Source: an optimization exercise on an open RTL-to-GDS flow (aim: small area). Production flows keep margins and buffers that such runs may drop. Function was checked by simulation only, so behaviour that the tests miss may differ from the original. The clock input has no modelled driver; a real chip could not lean on it and would need a root buffer or a full tree.

## before
Design i2c, start of the top module:
module i2c
    #(
        parameter ADDR_BYTES = 1,
        parameter DATA_BYTES = 2,
        parameter ST_WIDTH = 1 + ADDR_BYTES + DATA_BYTES,
        parameter REG_ADDR_WIDTH = 8 * ADDR_BYTES,
        parameter REG_DATA_WIDTH = 8 * DATA_BYTES
    )(
        input enable,
        input  clk,
        input  reset,
        input  [11:0] clk_div,
        input  open_drain,
        input  data_size,
        input [6:0] chip_addr,
        input [REG_ADDR_WIDTH - 1:0] reg_addr,
        input write_en,
        input write_mode,
        input read_en,
        output [ST_WIDTH - 1:0] status,
        input [6:0]  chip_id,
        output [REG_ADDR_WIDTH - 1:0] slave_reg_addr,
        output slave_write_en,
        input [8 * DATA_BYTES - 1:0] data_in1,
        input [8 * DATA_BYTES - 1:0] data_in0,
        output reg [8 * DATA_BYTES - 1:0] data_out1,
        output reg [8 * DATA_BYTES - 1:0] data_out0,
        output done,
        output busy,
        input  sda_in,
        output sda_out,
        output sda_oen,
        input  scl_in,
        output scl_out,
        output scl_oen
        );
    wire en = enable;
    wire od = open_drain;
    wire ds = data_size;
    localparam m_idle         = 4'd0,
               m_start_write  = 4'd1,
               m_start_read   = 4'd2,
               m_stop         = 4'd3,
               m_shift_out    = 4'd4,
               m_shift_in     = 4'd5,
               m_send_ack     = 4'd6,
               m_send_nack    = 4'd7,
               m_rcv_ack      = 4'd8;
    localparam s_idle    = 4'd0,
               s_shift   = 4'd1,
               s_write   = 4'd2,
               s_send    = 4'd3,
               s_ack     = 4'd4,
               s_ack2    = 4'd5,
               s_chk_ack = 4'd6;
    reg [3:0]  state;
    reg [31:0] sr;
    reg sda_s, scl_s, sda_ss, scl_ss;
    reg sda_reg, oen_reg;
    reg done_r, busy_r;
    reg [5:0]  sr_count;
  ...
For scale: about 130 I/O pins, roughly 6100 µm² of cells after synthesis.
export LEC_CHECK = 0
export CAP_MARGIN = 5
export CORE_MARGIN = 2
export CORE_UTILIZATION = 45
export GPL_TIMING_DRIVEN = 0
export PLACE_DENSITY = 0.65
export SLEW_MARGIN = 5
create_clock -name core_clock -period 10.0 [get_ports {clk}]
standard.sh (not shown) runs the stock make flow with config.mk's settings and CLKGATE_MAP_FILE= SYNTH_SCRIPT=/design/flow/synth_recipe.tcl, a recipe that flattens the netlist after the stock synthesis.
==> flow/flow/run.sh <==
#!/bin/bash
# Standard synthesis; then the combinational logic between the flip-flops is
# re-mapped for area with a few ABC scripts, each result proven equal to the
# standard netlist, and the smallest is kept; then the standard layout steps
# with small port buffers and a small two-level clock tree (cts_hook.tcl).
set -euo pipefail
R=orfs/results/sky130hd/i2c/base
LIB=$FLOW_HOME/platforms/sky130hd/lib/sky130_fd_sc_hd__tt_025C_1v80.lib
export BUFFER_PORTS_ARGS="-buffer_cell sky130_fd_sc_hd__buf_1"
export MANUAL_TREE_TCL=$PWD/flow/manual_tree.tcl
export PRE_CTS_TCL=$PWD/flow/cts_hook.tcl

bash standard.sh synth > flow_synth.log 2>&1
cp $R/1_2_yosys.v $R/1_2_yosys_std.v
FLOPS=$(grep -o "sky130_fd_sc_hd__[a-z0-9]*df[a-z0-9_]*" $R/1_2_yosys_std.v | sort -u | tr '\n' ' ')

# one candidate: re-map $2 with script $3 into reopt_$1.v and prove it equal
# to the standard netlist; its area goes to cand_$1.txt only if proven
try_script() {
  local n=$1 file=$2 s=$3 cmd
  if [ $s = default ]; then cmd="abc"; else cmd="abc -script $PWD/$s"; fi
  sed -e "s#LIBFILE#$LIB#g" -e "s#IN_NETLIST#$file#" \
      -e "s#OUT_NETLIST#reopt_$n.v#" -e "s#STATFILE#reopt_stat_$n.txt#" \
      -e "s#FLOPCELLS#$FLOPS#g" -e "s#ABCCMD#$cmd#" flow/reopt.ys > reopt_$n.ys
  yosys -s reopt_$n.ys > flow_reopt_$n.log 2>&1 || return 0
  local a=$(grep 'Chip area' reopt_stat_$n.txt | awk '{print $NF}')
  sed -e "s#LIBFILE#$LIB#g" -e "s#GOLD_NETLIST#$R/1_2_yosys_std.v#" \
      -e "s#GATE_NETLIST#reopt_$n.v#" flow/equiv.ys > equiv_$n.ys
  if yosys -s equiv_$n.ys > flow_equiv_$n.log 2>&1; then
    echo "$a $n" > cand_$n.txt
  else
    echo "$n $a not proven" > cand_$n.failed
  fi
}

# a small beam search: each pass re-maps the three smallest netlists so far
echo "std $R/1_2_yosys_std.v" > beam_0.txt
for pass in 1 2 3; do
  i=0
  while read -r src file; do
    i=$((i+1))
    for s in default flow/abc_*.script; do
      n=p${pass}b${i}_$(basename $s .script)
      try_script $n $file $s &
      while [ $(jobs -rp | wc -l) -ge ${NUM_CORES:-4} ]; do sleep 0.2; done
    done
  done < beam_$((pass-1)).txt
  wait
  cat cand_p${pass}b*.txt 2>/dev/null | sort -n -k1,1 > pass_$pass.txt || true
  cat cand_p${pass}b*.failed 2>/dev/null >> reopt_summary.txt || true
  cat pass_$pass.txt >> reopt_summary.txt
  sort -n -k1,1 -u pass_$pass.txt | head -3 | awk '{print $2, "reopt_"$2".v"}' > beam_$pass.txt
done
cat pass_*.txt | sort -n -k1,1 | head -1 > best.txt
best=$(awk '{print $2}' best.txt)
bestarea=$(awk '{print $1}' best.txt)
echo "chosen: ${best:-standard} $bestarea" >> reopt_summary.txt
if [ -n "$best" ]; then
  cp reopt_$best.v $R/1_2_yosys.v
  rm -f $R/1_synth.odb $R/1_synth.sdc
fi
bash standard.sh finish > flow_finish.log 2>&1
Other scripts of this flow, unchanged in this note and not shown: flow/flow/abc_a1.script, flow/flow/abc_a2.script, flow/flow/abc_a3.script, flow/flow/abc_a4.script, flow/flow/abc_a5.script, flow/flow/abc_a6.script, flow/flow/cts_hook.tcl, flow/flow/equiv.ys, flow/flow/manual_tree.tcl, flow/flow/reopt.ys
before: all stages complete, timing, DRC and antenna checks passed
For after, these inputs were changed with respect to before:
==> flow/flow/run.sh <==
#!/bin/bash
# Standard synthesis; then the combinational logic between the flip-flops is
# re-mapped for area with a few ABC scripts, each result proven equal to the
# standard netlist, and the smallest is kept; then the standard layout steps
# with small port buffers and a small two-level clock tree (cts_hook.tcl).
set -euo pipefail
R=orfs/results/sky130hd/i2c/base
LIB=$FLOW_HOME/platforms/sky130hd/lib/sky130_fd_sc_hd__tt_025C_1v80.lib
export BUFFER_PORTS_ARGS="-buffer_cell sky130_fd_sc_hd__buf_1"
export MANUAL_TREE_TCL=$PWD/flow/manual_tree.tcl
export PRE_CTS_TCL=$PWD/flow/cts_hook.tcl

bash standard.sh synth > flow_synth.log 2>&1
cp $R/1_2_yosys.v $R/1_2_yosys_std.v
FLOPS=$(grep -o "sky130_fd_sc_hd__[a-z0-9]*df[a-z0-9_]*" $R/1_2_yosys_std.v | sort -u | tr '\n' ' ')

best=""
bestarea=""
# a small beam search: each pass re-maps the three smallest netlists so far
echo "std $R/1_2_yosys_std.v" > beam_0.txt
for pass in 1 2 3; do
  : > cand_$pass.txt
  i=0
  while read -r src file; do
    i=$((i+1))
    for s in default flow/abc_*.script; do
      n=p${pass}b${i}_$(basename $s .script)
      if [ $s = default ]; then cmd="abc"; else cmd="abc -script $PWD/$s"; fi
      sed -e "s#LIBFILE#$LIB#g" -e "s#IN_NETLIST#$file#" \
          -e "s#OUT_NETLIST#reopt_$n.v#" -e "s#STATFILE#reopt_stat_$n.txt#" \
          -e "s#FLOPCELLS#$FLOPS#g" -e "s#ABCCMD#$cmd#" flow/reopt.ys > reopt_$n.ys
      yosys -s reopt_$n.ys > flow_reopt_$n.log 2>&1 || continue
      a=$(grep 'Chip area' reopt_stat_$n.txt | awk '{print $NF}')
      sed -e "s#LIBFILE#$LIB#g" -e "s#GOLD_NETLIST#$R/1_2_yosys_std.v#" \
          -e "s#GATE_NETLIST#reopt_$n.v#" flow/equiv.ys > equiv_$n.ys
      yosys -s equiv_$n.ys > flow_equiv_$n.log 2>&1 || { echo "$n $a not proven" >> reopt_summary.txt; continue; }
      echo "$n $a proven (from $src)" >> reopt_summary.txt
      echo "$a $n" >> cand_$pass.txt
      if [ -z "$bestarea" ] || awk "BEGIN{exit !($a < $bestarea - 0.001)}"; then best=$n; bestarea=$a; fi
    done
  done < beam_$((pass-1)).txt
  sort -n -k1,1 -u cand_$pass.txt | head -3 | awk '{print $2, "reopt_"$2".v"}' > beam_$pass.txt
done
echo "chosen: ${best:-standard} $bestarea" >> reopt_summary.txt
if [ -n "$best" ]; then
  cp reopt_$best.v $R/1_2_yosys.v
  rm -f $R/1_synth.odb $R/1_synth.sdc
fi
bash standard.sh finish > flow_finish.log 2>&1
==> comparison <==
- Comparing before against after, there is no change at all in multi-input logic area.
- Comparing after against before, there is no change at all in post-layout minimum cycle time.
- Total global-route track usage: before vs after identical
No run of this note takes its clock network from TritonCTS; it comes from the design's own scripts or RTL.


i2c, a different RTL version from the one above (not shown whole).
Size: about 130 I/O pins.
Settings: LEC_CHECK=0, CAP_MARGIN=20, CORE_MARGIN=2, CORE_UTILIZATION=40, PLACE_DENSITY=0.6, SLEW_MARGIN=20; clock period 10.0 ns.
==> flow/flow/run.sh <==
#!/bin/bash
# Standard synthesis, then an area re-mapping of the combinational logic
# (flip-flops untouched), then the standard layout steps.
set -euo pipefail
R=orfs/results/sky130hd/i2c/base
LIB=$FLOW_HOME/platforms/sky130hd/lib/sky130_fd_sc_hd__tt_025C_1v80.lib
export BUFFER_PORTS_ARGS="-buffer_cell sky130_fd_sc_hd__buf_1"
bash standard.sh synth > flow_synth.log 2>&1
cp $R/1_2_yosys.v $R/1_2_yosys_std.v
FLOPS=$(grep -o "sky130_fd_sc_hd__[a-z0-9]*df[a-z0-9_]*" $R/1_2_yosys_std.v | sort -u | tr '\n' ' ')
sed -e "s#LIBFILE#$LIB#g" -e "s#IN_NETLIST#$R/1_2_yosys_std.v#" -e "s#OUT_NETLIST#$R/1_2_yosys.v#" -e "s#FLOPCELLS#$FLOPS#g" flow/reopt.ys > reopt_run.ys
yosys -s reopt_run.ys > flow_reopt.log 2>&1
rm -f $R/1_synth.odb $R/1_synth.sdc
bash standard.sh finish > flow_finish.log 2>&1
==> flow/flow/reopt.ys <==
# Re-map the combinational logic of the standard synthesis for area.
# Every flip-flop instance is kept as it is (same name, same cell type);
# the flip-flop cells are black boxes here, so only the logic between them
# is re-mapped.
read_liberty -ignore_miss_func LIBFILE
read_verilog IN_NETLIST
hierarchy -top i2c
blackbox FLOPCELLS
flatten
rename -hide w:*
opt_clean -purge
opt -fast
abc -liberty LIBFILE -dont_use sky130_fd_sc_hd__lpflow_bleeder_1 -dont_use sky130_fd_sc_hd__lpflow_clkbufkapwr_1 -dont_use sky130_fd_sc_hd__lpflow_clkbufkapwr_16 -dont_use sky130_fd_sc_hd__lpflow_clkbufkapwr_2 -dont_use sky130_fd_sc_hd__lpflow_clkbufkapwr_4 -dont_use sky130_fd_sc_hd__lpflow_clkbufkapwr_8 -dont_use sky130_fd_sc_hd__lpflow_clkinvkapwr_1 -dont_use sky130_fd_sc_hd__lpflow_clkinvkapwr_16 -dont_use sky130_fd_sc_hd__lpflow_clkinvkapwr_2 -dont_use sky130_fd_sc_hd__lpflow_clkinvkapwr_4 -dont_use sky130_fd_sc_hd__lpflow_clkinvkapwr_8 -dont_use sky130_fd_sc_hd__lpflow_decapkapwr_12 -dont_use sky130_fd_sc_hd__lpflow_decapkapwr_3 -dont_use sky130_fd_sc_hd__lpflow_decapkapwr_4 -dont_use sky130_fd_sc_hd__lpflow_decapkapwr_6 -dont_use sky130_fd_sc_hd__lpflow_decapkapwr_8 -dont_use sky130_fd_sc_hd__lpflow_inputiso0n_1 -dont_use sky130_fd_sc_hd__lpflow_inputiso0p_1 -dont_use sky130_fd_sc_hd__lpflow_inputiso1n_1 -dont_use sky130_fd_sc_hd__lpflow_inputiso1p_1 -dont_use sky130_fd_sc_hd__lpflow_inputisolatch_1 -dont_use sky130_fd_sc_hd__lpflow_isobufsrc_1 -dont_use sky130_fd_sc_hd__lpflow_isobufsrc_16 -dont_use sky130_fd_sc_hd__lpflow_isobufsrc_2 -dont_use sky130_fd_sc_hd__lpflow_isobufsrc_4 -dont_use sky130_fd_sc_hd__lpflow_isobufsrc_8 -dont_use sky130_fd_sc_hd__lpflow_isobufsrckapwr_16 -dont_use sky130_fd_sc_hd__lpflow_lsbuf_lh_hl_isowell_tap_1 -dont_use sky130_fd_sc_hd__lpflow_lsbuf_lh_hl_isowell_tap_2 -dont_use sky130_fd_sc_hd__lpflow_lsbuf_lh_hl_isowell_tap_4 -dont_use sky130_fd_sc_hd__lpflow_lsbuf_lh_isowell_4 -dont_use sky130_fd_sc_hd__lpflow_lsbuf_lh_isowell_tap_1 -dont_use sky130_fd_sc_hd__lpflow_lsbuf_lh_isowell_tap_2 -dont_use sky130_fd_sc_hd__lpflow_lsbuf_lh_isowell_tap_4 -dont_use sky130_fd_sc_hd__probe_p_8 -dont_use sky130_fd_sc_hd__probec_p_8  -D 10000
opt_clean -purge
read_liberty -lib -ignore_redef LIBFILE
hilomap -singleton -hicell sky130_fd_sc_hd__conb_1 HI -locell sky130_fd_sc_hd__conb_1 LO
opt_clean -purge
check -assert -mapped
tee -o reopt_stat.txt stat -liberty LIBFILE
write_verilog -noattr -nohex -nodec OUT_NETLIST
Then changed:
==> flow/flow/reopt.ys (replaced) <==
# Re-map the combinational logic of the standard synthesis for area.
# Every flip-flop instance is kept as it is (same name, same cell type).
read_liberty -ignore_miss_func LIBFILE
read_verilog -defer IN_NETLIST
hierarchy -top i2c
select -none
setattr -mod -set keep_hierarchy 1 FLOPCELLS
flatten
opt_clean
abc -liberty LIBFILE -dont_use sky130_fd_sc_hd__lpflow_bleeder_1 -dont_use sky130_fd_sc_hd__lpflow_clkbufkapwr_1 -dont_use sky130_fd_sc_hd__lpflow_clkbufkapwr_16 -dont_use sky130_fd_sc_hd__lpflow_clkbufkapwr_2 -dont_use sky130_fd_sc_hd__lpflow_clkbufkapwr_4 -dont_use sky130_fd_sc_hd__lpflow_clkbufkapwr_8 -dont_use sky130_fd_sc_hd__lpflow_clkinvkapwr_1 -dont_use sky130_fd_sc_hd__lpflow_clkinvkapwr_16 -dont_use sky130_fd_sc_hd__lpflow_clkinvkapwr_2 -dont_use sky130_fd_sc_hd__lpflow_clkinvkapwr_4 -dont_use sky130_fd_sc_hd__lpflow_clkinvkapwr_8 -dont_use sky130_fd_sc_hd__lpflow_decapkapwr_12 -dont_use sky130_fd_sc_hd__lpflow_decapkapwr_3 -dont_use sky130_fd_sc_hd__lpflow_decapkapwr_4 -dont_use sky130_fd_sc_hd__lpflow_decapkapwr_6 -dont_use sky130_fd_sc_hd__lpflow_decapkapwr_8 -dont_use sky130_fd_sc_hd__lpflow_inputiso0n_1 -dont_use sky130_fd_sc_hd__lpflow_inputiso0p_1 -dont_use sky130_fd_sc_hd__lpflow_inputiso1n_1 -dont_use sky130_fd_sc_hd__lpflow_inputiso1p_1 -dont_use sky130_fd_sc_hd__lpflow_inputisolatch_1 -dont_use sky130_fd_sc_hd__lpflow_isobufsrc_1 -dont_use sky130_fd_sc_hd__lpflow_isobufsrc_16 -dont_use sky130_fd_sc_hd__lpflow_isobufsrc_2 -dont_use sky130_fd_sc_hd__lpflow_isobufsrc_4 -dont_use sky130_fd_sc_hd__lpflow_isobufsrc_8 -dont_use sky130_fd_sc_hd__lpflow_isobufsrckapwr_16 -dont_use sky130_fd_sc_hd__lpflow_lsbuf_lh_hl_isowell_tap_1 -dont_use sky130_fd_sc_hd__lpflow_lsbuf_lh_hl_isowell_tap_2 -dont_use sky130_fd_sc_hd__lpflow_lsbuf_lh_hl_isowell_tap_4 -dont_use sky130_fd_sc_hd__lpflow_lsbuf_lh_isowell_4 -dont_use sky130_fd_sc_hd__lpflow_lsbuf_lh_isowell_tap_1 -dont_use sky130_fd_sc_hd__lpflow_lsbuf_lh_isowell_tap_2 -dont_use sky130_fd_sc_hd__lpflow_lsbuf_lh_isowell_tap_4 -dont_use sky130_fd_sc_hd__probe_p_8 -dont_use sky130_fd_sc_hd__probec_p_8  -D 10000
opt_clean -purge
blackbox FLOPCELLS
hierarchy -top i2c
splitnets
opt_clean -purge
hilomap -singleton -hicell sky130_fd_sc_hd__conb_1 HI -locell sky130_fd_sc_hd__conb_1 LO
insbuf -buf sky130_fd_sc_hd__buf_4 A X
check -assert -mapped
tee -o reopt_stat.txt stat -liberty LIBFILE
write_verilog -noattr -nohex -nodec OUT_NETLIST
What happened:
- The changed run ended with an error in netlist read-in after synthesis (STA-0171)
Then changed:
--- a/flow/flow/run.sh
+++ b/flow/flow/run.sh
@@ -6,4 +6,5 @@
 LIB=$FLOW_HOME/platforms/sky130hd/lib/sky130_fd_sc_hd__tt_025C_1v80.lib
 export BUFFER_PORTS_ARGS="-buffer_cell sky130_fd_sc_hd__buf_1"
+export CTS_ARGS="-sink_clustering_enable -repair_clock_nets -dont_use_dummy_load -buf_list sky130_fd_sc_hd__clkbuf_8 -sink_clustering_size 30"
 bash standard.sh synth > flow_synth.log 2>&1
 cp $R/1_2_yosys.v $R/1_2_yosys_std.v
==> flow/flow/reopt.ys (replaced) <==
# Re-map the combinational logic of the standard synthesis for area.
# Every flip-flop instance is kept as it is (same name, same cell type);
# the flip-flop cells are black boxes here, so only the logic between them
# is re-mapped.
read_liberty -ignore_miss_func LIBFILE
read_verilog IN_NETLIST
hierarchy -top i2c
blackbox FLOPCELLS
flatten
rename -hide w:*
opt_clean -purge
opt -fast
abc -liberty LIBFILE -dont_use sky130_fd_sc_hd__lpflow_bleeder_1 -dont_use sky130_fd_sc_hd__lpflow_clkbufkapwr_1 -dont_use sky130_fd_sc_hd__lpflow_clkbufkapwr_16 -dont_use sky130_fd_sc_hd__lpflow_clkbufkapwr_2 -dont_use sky130_fd_sc_hd__lpflow_clkbufkapwr_4 -dont_use sky130_fd_sc_hd__lpflow_clkbufkapwr_8 -dont_use sky130_fd_sc_hd__lpflow_clkinvkapwr_1 -dont_use sky130_fd_sc_hd__lpflow_clkinvkapwr_16 -dont_use sky130_fd_sc_hd__lpflow_clkinvkapwr_2 -dont_use sky130_fd_sc_hd__lpflow_clkinvkapwr_4 -dont_use sky130_fd_sc_hd__lpflow_clkinvkapwr_8 -dont_use sky130_fd_sc_hd__lpflow_decapkapwr_12 -dont_use sky130_fd_sc_hd__lpflow_decapkapwr_3 -dont_use sky130_fd_sc_hd__lpflow_decapkapwr_4 -dont_use sky130_fd_sc_hd__lpflow_decapkapwr_6 -dont_use sky130_fd_sc_hd__lpflow_decapkapwr_8 -dont_use sky130_fd_sc_hd__lpflow_inputiso0n_1 -dont_use sky130_fd_sc_hd__lpflow_inputiso0p_1 -dont_use sky130_fd_sc_hd__lpflow_inputiso1n_1 -dont_use sky130_fd_sc_hd__lpflow_inputiso1p_1 -dont_use sky130_fd_sc_hd__lpflow_inputisolatch_1 -dont_use sky130_fd_sc_hd__lpflow_isobufsrc_1 -dont_use sky130_fd_sc_hd__lpflow_isobufsrc_16 -dont_use sky130_fd_sc_hd__lpflow_isobufsrc_2 -dont_use sky130_fd_sc_hd__lpflow_isobufsrc_4 -dont_use sky130_fd_sc_hd__lpflow_isobufsrc_8 -dont_use sky130_fd_sc_hd__lpflow_isobufsrckapwr_16 -dont_use sky130_fd_sc_hd__lpflow_lsbuf_lh_hl_isowell_tap_1 -dont_use sky130_fd_sc_hd__lpflow_lsbuf_lh_hl_isowell_tap_2 -dont_use sky130_fd_sc_hd__lpflow_lsbuf_lh_hl_isowell_tap_4 -dont_use sky130_fd_sc_hd__lpflow_lsbuf_lh_isowell_4 -dont_use sky130_fd_sc_hd__lpflow_lsbuf_lh_isowell_tap_1 -dont_use sky130_fd_sc_hd__lpflow_lsbuf_lh_isowell_tap_2 -dont_use sky130_fd_sc_hd__lpflow_lsbuf_lh_isowell_tap_4 -dont_use sky130_fd_sc_hd__probe_p_8 -dont_use sky130_fd_sc_hd__probec_p_8  -D 10000
opt_clean -purge
read_liberty -lib -ignore_redef LIBFILE
hilomap -singleton -hicell sky130_fd_sc_hd__conb_1 HI -locell sky130_fd_sc_hd__conb_1 LO
opt_clean -purge
check -assert -mapped
tee -o reopt_stat.txt stat -liberty LIBFILE
write_verilog -noattr -nohex -nodec OUT_NETLIST
--- a/flow/config.mk
+++ b/flow/config.mk
@@ -6,7 +6,8 @@
 export NUM_CORES = 4
 export LEC_CHECK = 0
-export CAP_MARGIN = 20
+export CAP_MARGIN = 5
 export CORE_MARGIN = 2
 export CORE_UTILIZATION = 40
+export GPL_TIMING_DRIVEN = 0
 export PLACE_DENSITY = 0.6
-export SLEW_MARGIN = 20
+export SLEW_MARGIN = 5
This time the run finished with timing, DRC and antenna clean.

[re-timing with driven ports]
How much do the figures lean on ideal ports? The routed layouts below were timed once more, with nothing changed but the port constraints.
Step 1: set_driving_cell puts a clkbuf_16 on clk and a buf_2 on each other input, an assumption about the parent block.
Step 2 times the ports against the registers' clock, not the clock port: input delays grow and output delays shrink by t, the midpoint of the rising clock arrivals with the driver on.
Three values: ideal, step 1, step 2; two values: the first two.
run | t, ns | setup slack, ns | worst setup path at the end | worst register clock-pin slew, ns
before | 0.429 | 4.354 / 4.362 / 3.932 | input to register | 0.10 / 0.10
after | 0.429 | 4.354 / 4.362 / 3.932 | input to register | 0.10 / 0.10
the first run of note 2 | 0.466 | 5.215 / 5.206 / 4.740 | input to register | 0.07 / 0.07
the third run of note 2 | 0.470 | 4.490 / 4.507 / 4.037 | input to register | 0.09 / 0.09
After both steps every run listed still meets setup and hold. For the first run of note 2, which loses most, drivers alone change the setup slack by -0.009 ns; drivers and shift together by -0.475 ns.
